This design comes from an exercise in tuning for small area and a short achievable clock period on the open sky130 flow, not from production work.
RTL that was checked went through simulation tests only; none was proved equivalent to the original.

## residual_block
module residual_block (
    input clk,
    input rst,
    input start,
    output reg done,
    input  signed [127:0] input_tensor,
    input  [7:0]  conv1_weights_flat,
    input  [7:0]  conv1_bias_flat,
    input  [31:0] conv2_weights_flat,
    input  [7:0]  conv2_bias_flat,
    input  [7:0]  conv3_weights_flat,
    input  [7:0]  conv3_bias_flat,
    input  [7:0]  conv_shortcut_weights_flat,
    input  [7:0]  conv_shortcut_bias_flat,
    output reg signed [71:0] output_tensor
);
clock: 10.0 ns
lec_check: 0
cap_margin: 20
core_margin: 2
core_utilization: 65
cts_cluster_diameter: 150
cts_cluster_size: 24
slew_margin: 20
synth_hierarchical: 1
standard.sh (not shown) runs the stock make flow with config.mk's settings and CLKGATE_MAP_FILE= SYNTH_SCRIPT=/design/flow/synth_recipe.tcl, a recipe that flattens the netlist after the stock synthesis.
==> flow/flow/run.sh <==
#!/bin/bash
set -euo pipefail
export BUFFER_PORTS_ARGS="-buffer_cell sky130_fd_sc_hd__buf_1"
export SETUP_SLACK_MARGIN=7.05
export TNS_END_PERCENT=0
bash standard.sh > standard_flow.log 2>&1
The starting point went through all stages and came out clean.
Edit:
--- a/flow/flow/run.sh
+++ b/flow/flow/run.sh
@@ -4 +4 @@
-export SETUP_SLACK_MARGIN=7.05
+export SETUP_SLACK_MARGIN=6.9
- CORE_UTILIZATION: 65 -> 55
What happened: The changed run went through all stages and came out clean. Cell count is higher by a few percent. Area after synthesis is unchanged. Design area barely changes. Synthesized cell count stays the same. Non-clock buffer count is unchanged.
Edit:
- CORE_UTILIZATION: 55 -> 65
Result: Sequential share of layout area went up by 0.12 points. Global-route usage went up by 4.4 points. Worst setup slack is better by 36 ps. Worst hold slack is worse by 5.9 ps. Routed wire length went down by 1.8%.
Edit:
- CORE_UTILIZATION: 65 -> 75
After rerunning: The changed run completed without violations; via count came out higher by a few percent; global-route usage came out higher by 7.7 points; register-to-register slack is worse by 50 ps; design area hardly moves; worst hold slack gets better by 4.0 ps.

========
residual_block, a different RTL version from the one above (not shown whole).
Size: roughly 1600 cells after synthesis, roughly 290 I/O pins.
Settings: LEC_CHECK=0, CAP_MARGIN=20, CORE_MARGIN=2, CORE_UTILIZATION=40, SLEW_MARGIN=20, SYNTH_HIERARCHICAL=1; clock period 10.0 ns.
==> flow/flow/run.sh <==
#!/bin/bash
set -euo pipefail
export BUFFER_PORTS_ARGS="-buffer_cell sky130_fd_sc_hd__buf_1"
export SETUP_SLACK_MARGIN=6.3
export TNS_END_PERCENT=0
bash standard.sh > standard_flow.log 2>&1
==> next run, changes <==
==> flow/flow/run.sh (replaced) <==
#!/bin/bash
set -euo pipefail
export BUFFER_PORTS_ARGS="-buffer_cell sky130_fd_sc_hd__buf_1"
bash standard.sh > standard_flow.log 2>&1
After rerunning: The new run produced a clean layout. Hold slack barely changes. Count of clock-buffer cells in the layout does not change. Maximum frequency fell by 4.5%. Wire length barely changes. Global-route usage stays the same.

========
Setup of run C:
Another version of the RTL of residual_block (not shown whole).
For scale: about 1,500 cells after synthesis, roughly 280 flip-flops, about 18,000 um2 of cells after synthesis.
export LEC_CHECK = 0
export CAP_MARGIN = 20
export CORE_MARGIN = 2
export CORE_UTILIZATION = 40
export SLEW_MARGIN = 20
export SYNTH_HIERARCHICAL = 1
create_clock -name core_clock -period 10.0 [get_ports {clk}]
==> flow/flow/run.sh <==
#!/bin/bash
set -euo pipefail
export BUFFER_PORTS_ARGS="-buffer_cell sky130_fd_sc_hd__buf_1"
export SETUP_SLACK_MARGIN=7.0
bash standard.sh > standard_flow.log 2>&1
Run C reached the final stage; the timing, design-rule and antenna checks on its layout passed.
Relative to run C, the following input files were edited for run B:
--- a/flow/flow/run.sh
+++ b/flow/flow/run.sh
@@ -4 +4,2 @@
-export SETUP_SLACK_MARGIN=7.0
+export SETUP_SLACK_MARGIN=6.7
+export TNS_END_PERCENT=0
Notes after the runs:
- The final reports for run B and run C show minimum clock period lower in the former.
- Compared with run C, run B shows final-layout fill cell count that has gone up by a few percent.
- When the final numbers for run B and run C were put side by side, the total placed instance area turned out to be smaller in run B.
- ~same average footprint of a synthesized cell in run B and run C
- Run B: amount of wire on met3 after detailed routing is 2.6% higher than what run C reported.
- When run B is measured against run C, its post-cts gate resize count turns out 134 lower.
- Compared with run C, run B has extra setup slack.
- Relative to run C, average vias per placed instance increased by about 0.8% in run B.
Function was not checked in any run of this note: the RTL went through the layout flow alone.

========
the reference run:
residual_block, a different RTL version from the one above (not shown whole).
Size: ~1500 cells after synthesis, ~18000 sq um of cells after synthesis.
export LEC_CHECK = 0
export CAP_MARGIN = 20
export CORE_MARGIN = 2
export CORE_UTILIZATION = 65
export CTS_CLUSTER_DIAMETER = 150
export CTS_CLUSTER_SIZE = 24
export GPL_TIMING_DRIVEN = 1
export SLEW_MARGIN = 20
export SYNTH_HIERARCHICAL = 1
create_clock -name core_clock -period 10.0 [get_ports {clk}]
==> flow/flow/run.sh <==
#!/bin/bash
set -euo pipefail
export BUFFER_PORTS_ARGS="-buffer_cell sky130_fd_sc_hd__buf_1"
export SETUP_SLACK_MARGIN=6.7
export TNS_END_PERCENT=0
bash standard.sh > standard_flow.log 2>&1
The reference run: all stages complete, timing, DRC and antenna checks passed
Input changes introduced in the trial run (baseline for comparison: the reference run):
Settings: CORE_UTILIZATION changed from 65 to 40; GPL_TIMING_DRIVEN removed (was 1).
--- outcome ---
- The number of rows in the core area in the trial run sits 26% above the value recorded for the reference run.
- The trial run ended up with a lower met3 routing resource usage after global routing than the reference run did.
- Diff the reference run -> the trial run | data arrival at the endpoint of the critical path | increase of 0.03 ns
- Diff the reference run -> the trial run: global-route total usage across every layer now smaller, ratio of final minimum period to clock period went up by 0.33 points, worst clock skew on the final layout grew by 0.012 ns.
- Changes observed in the trial run relative to the reference run: placement-stage worst setup slack went down, count of non-filler cells in the finished layout went up, via count went down.
- The run showing the smaller routed wire length is the reference run.

==> port drivers added, routing unchanged <==
The flow's constraints put no driver on any port. The routed layouts listed below were extracted and timed again, unchanged, in two steps.
Step 1: set_driving_cell puts a clkbuf_16 on clk and a buf_2 on each other input, an assumption about the parent block.
Step 2 adds t to the input delays and takes it off the output delays; t is the mean of the earliest and latest rising clock arrival at the registers after step 1. Input paths then give back, and output paths get back, about the clock's delay inside the block.
a / b / c = ideal / step 1 / step 2; a / b = the first two.
run | shift t [ns] | setup slack, ns | worst setup path after step 2
the first run of note 1 | 0.536 | 6.797 / 6.797 / 6.665 | input to register
the second run of note 1 | 0.537 | 6.773 / 6.773 / 6.611 | input to register
the third run of note 1 | 0.544 | 6.810 / 6.810 / 6.628 | input to register
the fourth run of note 1 | 0.542 | 6.764 / 6.764 / 6.713 | input to register
the first run of note 2 | 0.630 | 6.444 / 6.444 / 6.386 | input to register
the second run of note 2 | 0.631 | 6.277 / 6.277 / 6.277 | register to register
run C | 0.622 | 6.325 / 6.325 / 6.325 | register to register
run B | 0.619 | 6.363 / 6.363 / 6.344 | input to register
the reference run | 0.540 | 6.613 / 6.613 / 6.321 | input to register
the trial run | 0.553 | 6.581 / 6.581 / 6.333 | input to register
After both steps every run listed still meets setup and hold. For the reference run, which loses most, drivers alone change the setup slack by 0.000 ns; drivers and shift together by -0.292 ns.
